This design comes from an exercise in tuning for small area, a short achievable clock period and few clock cycles per item on the open sky130 flow, not from production work. Function was checked by simulation only, so behaviour that the tests miss may differ from the original.

fjord:
==> flow/design.v (excerpt) <==
module conv_1d #(
    parameter DATA_WIDTH  = 8,
    parameter KERNEL_SIZE = 16
) (
    input logic clk,
    input logic arst_n,
    input  logic [DATA_WIDTH-1:0] signal_data,
    input  logic                  signal_vld,
    input  logic                  signal_last,
    output logic                  signal_rdy,
    input  logic [KERNEL_SIZE*DATA_WIDTH-1:0] kernel,
    output logic [DATA_WIDTH*2+$clog2(KERNEL_SIZE)-1:0] result_data,
    output logic                    result_vld,
    output logic                    result_last,
    input  logic                    result_rdy
);
  logic [7:0] hist [16];
  always_ff @(posedge clk or negedge arst_n) begin
    if (!arst_n) begin
      for (int i = 0; i < 16; i++) hist[i] <= '0;
    end else if (signal_vld) begin
      for (int i = 0; i < 15; i++) hist[i] <= hist[i+1];
      hist[15] <= signal_data;
    end
  end
  logic [4:0] vld_p, last_p;
  always_ff @(posedge clk or negedge arst_n) begin
    if (!arst_n) begin
      vld_p  <= '0;
      last_p <= '0;
    end else begin
      vld_p  <= {vld_p[3:0], signal_vld};
      last_p <= {last_p[3:0], signal_vld & signal_last};
    end
  end
  logic [19:0] rowa, rowb, res_q;
  logic p1;
  logic p2;
  logic p3;
  logic p4;
  logic p5;
  logic p6;
  logic p7;
  logic p8;
  logic p9;
  logic p10;
  logic p11;
  logic p12;
  logic p13;
  logic p14;
  logic p15;
  logic p16;
  logic p17;
  logic p18;
  logic p19;
  logic p20;
  logic p21;
  logic p22;
  logic p23;
  logic p24;
  logic p25;
  logic p26;
  logic p27;
  logic p28;
  logic p29;
  logic p30;
  logic p31;
  logic p32;
  logic p33;
  logic p34;
  logic p35;
  logic p36;
  logic p37;
  logic p38;
  logic p39;
  logic p40;
  logic p41;
  logic p42;
  logic p43;
  logic p44;
  logic p45;
  logic p46;
  logic p47;
  logic p48;
  logic p49;
  logic p50;
  logic p51;
  logic p52;
  logic p53;
  logic p54;
  logic p55;
  logic p56;
  logic p57;
  logic p58;
  logic p59;
  logic p60;
  logic p61;
  logic p62;
  logic p63;
  logic p64;
  logic p65;
  logic p66;
  logic p67;
  logic p68;
  logic p69;
  logic p70;
  logic p71;
  logic p72;
  logic p73;
  logic p74;
  logic p75;
  logic p76;
  logic p77;
  logic p78;
  logic p79;
  logic p80;
  logic p81;
  logic p82;
  logic p83;
  logic p84;
  logic p85;
  logic p86;
  logic p87;
  logic p88;
  logic p89;
  logic p90;
  logic p91;
  logic p92;
  logic p93;
  ...
For scale: ~3,200 cells after synthesis, roughly 160 I/O pins, ~0.040 mm^2 of cells after synthesis.
==> flow/config.mk <==
export PLATFORM = sky130hd
export DESIGN_NAME = conv_1d
export DESIGN_NICKNAME = conv_1d
export VERILOG_FILES = /design/flow/design.v
export SDC_FILE = /design/flow/constraint.sdc
export NUM_CORES = 4
export LEC_CHECK = 0
export CAP_MARGIN = 20
export CORE_MARGIN = 2
export CORE_UTILIZATION = 40
export SETUP_SLACK_MARGIN = 3.2
export SLEW_MARGIN = 20
export SYNTH_HIERARCHICAL = 1
export TNS_END_PERCENT = 10
==> flow/constraint.sdc <==
create_clock -name core_clock -period 6.0 [get_ports {clk}]
set_input_delay 1.2000 -clock core_clock [delete_from_list [all_inputs] [get_ports {clk}]]
set_output_delay 1.2000 -clock core_clock [all_outputs]
set_load 0.01 [all_outputs]
standard.sh (not shown) runs the stock make flow with config.mk's settings and CLKGATE_MAP_FILE= SYNTH_SCRIPT=/design/flow/synth_recipe.tcl, a recipe that flattens the netlist after the stock synthesis.
==> flow/flow/run.sh <==
#!/bin/bash
# The standard layout, with two changes: ports are buffered with plain
# buffers (buf_2, which the resizer may then size) instead of delay cells,
# and clock tree synthesis inserts no dummy loads.
set -euo pipefail
export BUFFER_PORTS_ARGS="-buffer_cell sky130_fd_sc_hd__buf_2"
export CTS_ARGS="-sink_clustering_enable -repair_clock_nets -dont_use_dummy_load -sink_clustering_size 25 -sink_clustering_max_diameter 80"
bash standard.sh > standard.log 2>&1
fjord finished end to end and its layout was clean on timing, DRC and antenna.
Testbench counts of fjord, summed over its fixed seeds: cycles 16,040, items 16,000.
> inputs changed (fjord -> maple)
Settings: an added PLACE_DENSITY of 0.7; a change of SETUP_SLACK_MARGIN from 3.2 to 3.4; a deleted TNS_END_PERCENT that had been 10.
## What came out
- Any difference in routed wire length between fjord and maple is small enough to ignore.
- Going from fjord to maple, overall global routing resource usage ~0 delta; sequential share of layout area went down by 1.3 points; worst hold slack went up; wire length the detailed router placed on met1 went down 1.6 mm.
- Looking at fmax, maple sits above fjord.
- Non-clock buffer instance count of the final layout, maple and fjord: higher on fjord
The inputs of sierra differ from those of maple as listed below.
Settings: PLACE_DENSITY no longer set, was 0.7.
==> flow/flow/run.sh <==
#!/bin/bash
# The standard layout, with two changes: ports are buffered with plain
# buffers (buf_2, which the resizer may then size) instead of delay cells,
# and clock tree synthesis inserts no dummy loads.
set -euo pipefail
export BUFFER_PORTS_ARGS="-buffer_cell sky130_fd_sc_hd__buf_2"
export CTS_ARGS="-sink_clustering_enable -repair_clock_nets -dont_use_dummy_load"
bash standard.sh > standard.log 2>&1
- Global-route usage: sierra vs maple up 0.63 points
- Re worst setup slack: sierra and maple aren't equal, and the lower value belongs to maple.
- Looking only at core utilization, and setting everything else aside, the higher value of sierra and maple goes to sierra.
- The higher part of the cycle the worst path needs came out of maple.
Setup changes, sierra to tundra
Settings: setting TNS_END_PERCENT to 10 for the first time; setting ABC_AREA to 1 for the first time.
-- flow/flow/run.sh --
<<< sierra, line 6
export BUFFER_PORTS_ARGS="-buffer_cell sky130_fd_sc_hd__buf_2"
export CTS_ARGS="-sink_clustering_enable -repair_clock_nets -dont_use_dummy_load"
bash standard.sh > standard.log 2>&1
>>> tundra, line 6
export BUFFER_PORTS_ARGS="-buffer_cell sky130_fd_sc_hd__buf_2"
export CTS_ARGS="-sink_clustering_enable -repair_clock_nets -dont_use_dummy_load -sink_clustering_size 25 -sink_clustering_max_diameter 80"
bash standard.sh > standard.log 2>&1
Findings:
sierra: all stages complete, timing, DRC and antenna checks passed. Both conditions hold for tundra: the flow ran to the end and the final layout passed the timing, DRC and antenna checks. tundra ended up with kernel[43] as its start point of the critical path; sierra ended up with kernel[73]. The run showing the greater post-route worst setup slack is sierra. Compared with sierra, in tundra routed metal-1 wire length shows a reduction of 3.6 mm; final instance area shows a reduction of about 5.5%. Compared with sierra, tundra supports a lower clock frequency.

-- afterwards: timing with drivers on the ports --
Ports are ideal in the flow. The routed layouts listed here were re-timed in OpenROAD.
Step 1, drivers: a clkbuf_16 drives clk and a buf_2 each remaining input, both assumed.
Step 2, shift: input delay + t, output delay - t, t = (earliest + latest rising clock arrival at the registers) / 2. This alone moves slack from input paths to output paths.
Three values: ideal, step 1, step 2; two values: the first two.
| run | t, ns | setup slack, ns | worst setup path at the end | latest minus earliest clock arrival (ns) | cell pins on the clock port's net |
|---|---|---|---|---|---|
| fjord | 0.655 | 3.122 / 3.120 / 2.464 | input to register | 0.051 / 0.051 | 1 |
| maple | 0.651 | 3.316 / 3.337 / 2.686 | input to register | 0.055 / 0.055 | 1 |
| sierra | 0.674 | 3.367 / 3.350 / 2.675 | input to register | 0.055 / 0.055 | 1 |
| tundra | 0.659 | 3.265 / 3.287 / 2.643 | input to register | 0.086 / 0.087 | 1 |
After both steps every run listed still meets setup and hold. The setup slack of sierra, which loses most, moves by -0.017 ns with the drivers and by -0.692 ns with both steps.
